From an optimization exercise on the open Yosys and OpenROAD flow, aimed at small area; shortcuts taken in it are not production practice. RTL that was checked went through simulation tests only; none was proved equivalent to the original. The clock port is modelled as an ideal driver, which makes a skipped or thinned clock tree look cheaper than it is; a real chip needs a root buffer or a tree. No activity file was given, so power comes from the tool's default toggle rates.

Setup of nickel:
Design top, start of the top module:
module top (
	input        MAX10_CLK1_50,
	input        SW0,	 
	input  [1:0] KEY,
	output [7:0] HEX0,
	output [7:0] HEX1,
	output [7:0] HEX2,
	output [7:0] HEX3,
	output [9:0] LEDR
);
For scale: roughly 250 cells after synthesis, ~51 flip-flops.
==> module digit_sec1, before the edit <==
module digit_sec1 (
	input              clk,
	input              rst_n,
	input              dn,       
	output logic [6:0] seg,      
	output logic       is0
);
logic [2:0] q;
logic [2:0] q_dn;
assign q_dn[0] = (~q[0] & q[1] & ~q[2]) | (~q[1] & q[2]);
assign q_dn[1] = ~q[2] | ~q[1];
assign q_dn[2] = (q[0] & ~q[2]) | (~q[0] & q[2]);
assign seg[0] = q[0];
assign seg[1] = (~q[0] & q[1] & ~q[2]);
assign seg[2] = (~q[1] & q[2]);
assign seg[3] = q[0];
assign seg[4] = q[1];
assign seg[5] = q[2];
assign seg[6] = (~q[1] & ~q[2]) | (q[0] & q[2]);
assign is0 = (~q[1] & ~q[2]);
always_ff @(posedge clk or negedge rst_n) begin
	if (!rst_n)   q <= 3'b000;
	else if (dn) q <= q_dn;
end
endmodule
Settings: LEC_CHECK=0, CAP_MARGIN=20, CORE_MARGIN=2, CORE_UTILIZATION=40, SLEW_MARGIN=20; clock period 10.0 ns.
standard.sh (not shown) runs the stock make flow with config.mk's settings and CLKGATE_MAP_FILE= SYNTH_SCRIPT=/design/flow/synth_recipe.tcl, a recipe that flattens the netlist after the stock synthesis.
==> flow/flow/run.sh <==
#!/bin/bash
# Layout flow: the standard flow (standard.sh), with these changes:
#  1. after the standard synthesis, its combinational logic is mapped again
#     (remap.ys: Yosys + an area-oriented ABC script, abc_amap.script).
#     Three rounds of four runs (four ABC seeds) each start from the smallest
#     netlist so far. Every register cell of the
#     standard synthesis is kept unchanged (name and cell type), and Yosys
#     proves each result equivalent to the standard netlist (equiv.ys); the
#     smallest proven netlist is used.
#  2. port buffers use the smallest buffer cell
set -euo pipefail
here=$(pwd)
res=$here/orfs/results/sky130hd/top/base
lib=$FLOW_HOME/platforms/sky130hd/lib/sky130_fd_sc_hd__tt_025C_1v80.lib
yosys_bin=$(command -v yosys || echo "$FLOW_HOME/../tools/install/yosys/bin/yosys")
rd=$here/remap
mkdir -p "$rd"

bash standard.sh synth > "$here/synth_make.log" 2>&1
std=$here/std_1_2_yosys.v
cp "$res/1_2_yosys.v" "$std"

regs() { grep -oE 'sky130_fd_sc_hd__(df|edf|sdf)[a-z0-9_]* [^ ]+' "$1" | sort; }
area() { grep "Chip area" "$1" | awk '{print $NF}'; }
std_regs=$(regs "$std")

job() {  # $1 = input netlist, $2 = tag, $3 = seed, $4 = mapper
  local in=$1 t=$2 s=$3 m=$4
  sed -e "s#@T@#40#" -e "s#@SEED@#$s#" "flow/abc_$m.script" > "$rd/$t.abc"
  sed -e "s#@LIB@#$lib#g" -e "s#@IN@#$in#" -e "s#@OUT@#$rd/$t.v#" -e "s#@ABC@#$rd/$t.abc#" \
      flow/remap.ys > "$rd/$t.ys"
  "$yosys_bin" -l "$rd/$t.log" -q "$rd/$t.ys" > /dev/null 2>&1 || return 0
  "$yosys_bin" -q -l "$rd/${t}_area.log" \
    -p "read_liberty -lib $lib; read_verilog $rd/$t.v; hierarchy -top top; stat -liberty $lib" \
    > /dev/null 2>&1 || return 0
  sed -e "s#@LIB@#$lib#g" -e "s#@GOLD@#$std#" -e "s#@GATE@#$rd/$t.v#" flow/equiv.ys > "$rd/${t}_equiv.ys"
  "$yosys_bin" -l "$rd/${t}_equiv.log" -q "$rd/${t}_equiv.ys" > /dev/null 2>&1 && touch "$rd/${t}.proven"
  return 0
}

best=""; best_area=""
cur=$std
for r in 1 2 3; do
  tags=()
  for s in $((4*r-3)) $((4*r-2)) $((4*r-1)) $((4*r)); do
    t="r${r}_s${s}"; tags+=("$t")
    job "$cur" "$t" "$s" amap &
  done
  wait
  for t in "${tags[@]}"; do
    [[ -f "$rd/$t.proven" ]] || continue
    [[ "$(regs "$rd/$t.v")" == "$std_regs" ]] || continue
    a=$(area "$rd/${t}_area.log")
    echo "$t: area $a" >> "$rd/choice.log"
    if [[ -z "$best" ]] || awk "BEGIN{exit !($a < $best_area)}"; then best=$t; best_area=$a; fi
  done
  [[ -n "$best" ]] && cur=$rd/$best.v
done

if [[ -n "$best" ]]; then
  cp "$rd/$best.v" "$res/1_2_yosys.v"
  rm -f "$res/1_synth.odb" "$res/1_synth.sdc"
  echo "using $best" >> "$rd/choice.log"
else
  echo "no usable remap: standard netlist kept" >> "$rd/choice.log"
fi

bash standard.sh BUFFER_PORTS_ARGS="-buffer_cell sky130_fd_sc_hd__buf_1" \
  CTS_ARGS="-sink_clustering_enable -repair_clock_nets -dont_use_dummy_load" \
  POST_CTS_TCL="$here/flow/post_cts.tcl" \
  finish > "$here/flow_make.log" 2>&1
Other scripts of this flow, unchanged in this note and not shown: flow/flow/abc_amap.script, flow/flow/equiv.ys, flow/flow/post_cts.tcl, flow/flow/remap.ys
The following lists how indigo was set up differently from nickel:
-- flow/design.v --
<<< nickel, line 245
logic [2:0] q;
logic [2:0] q_dn;
assign q_dn[0] = (~q[0] & q[1] & ~q[2]) | (~q[1] & q[2]);
assign q_dn[1] = ~q[2] | ~q[1];
assign q_dn[2] = (q[0] & ~q[2]) | (~q[0] & q[2]);
assign seg[0] = q[0];
assign seg[1] = (~q[0] & q[1] & ~q[2]);
assign seg[2] = (~q[1] & q[2]);
assign seg[3] = q[0];
assign seg[4] = q[1];
assign seg[5] = q[2];
assign seg[6] = (~q[1] & ~q[2]) | (q[0] & q[2]);
assign is0 = (~q[1] & ~q[2]);
always_ff @(posedge clk or negedge rst_n) begin
	if (!rst_n)   q <= 3'b000;
>>> indigo, line 245
logic [2:0] q;
logic [2:0] q_dn;
assign q_dn[0] = ~q[0];
assign q_dn[1] = (q[0] & q[1]) | (~q[0] & q[2]);
assign q_dn[2] = (~q[0] & ~q[1] & ~q[2]) | (q[0] & q[2]);
assign seg[0] = (q[0] & ~q[1] & ~q[2]) | (~q[0] & q[2]);
assign seg[1] = (q[0] & q[2]);
assign seg[2] = (~q[0] & q[1]);
assign seg[3] = (q[0] & ~q[1] & ~q[2]) | (~q[0] & q[2]);
assign seg[4] = q[0] | q[2];
assign seg[5] = (q[0] & ~q[2]) | q[1];
assign seg[6] = (~q[1] & ~q[2]);
assign is0 = (~q[0] & ~q[1] & ~q[2]);
always_ff @(posedge clk or negedge rst_n) begin
	if (!rst_n)   q <= 3'b000;
Notes after the runs:
Per the comparison of indigo with nickel, final critical delay including setup and external delays picked up an extra 0.21 ns; delay of the slowest cell on the worst path lost 0.32 ns; total via count after detailed routing lost 8.3%; relative area of non-clock buffer cells in the final design picked up an extra 0.63 points; number of cells on the critical path picked up an extra 3.
The higher routed wire length came out of nickel.
Re maximum frequency: nickel was higher than indigo.
Looking at global routing usage on met3 across nickel and indigo, the one that comes out lower is indigo.
Cmp indigo vs nickel: global-route usage higher in indigo
Power share of the combinational group is higher on indigo
Looking at layout overhead on the synthesized area, indigo sits 4.5 points above nickel.
Re finished layout cell area: nickel was higher than indigo.
Re core utilization: nickel and indigo aren't equal, and the higher value belongs to indigo.
Only the layout flow was run in nickel; the RTL was not checked for function there.

-- re-timing with driven ports --
The results above use ideal ports. As a check the final layouts listed here were re-extracted and re-timed, cells and wires unchanged. Step 1 assumes that a clkbuf_16 drives the clock port and a buf_2 every other input. Step 2 moves the port delays by t, midway between the first and last clock arrival at a register: inputs arrive t later, outputs are due t later. That takes back most of the time a late clock gives input paths. Three values: ideal, step 1, step 2; two values: the first two.
| run | shift t [ns] | slack for setup (ns) | slew at the worst register clock pin (ns) | worst data-port slew with drivers (ns) |
|---|---|---|---|---|
| nickel | 0.190 | 6.532 / 6.480 / 6.669 | 0.08 / 0.08 | 0.03 |
| indigo | 0.193 | 6.326 / 6.275 / 6.468 | 0.09 / 0.09 | 0.03 |
After both steps setup and hold are still met in every run listed.
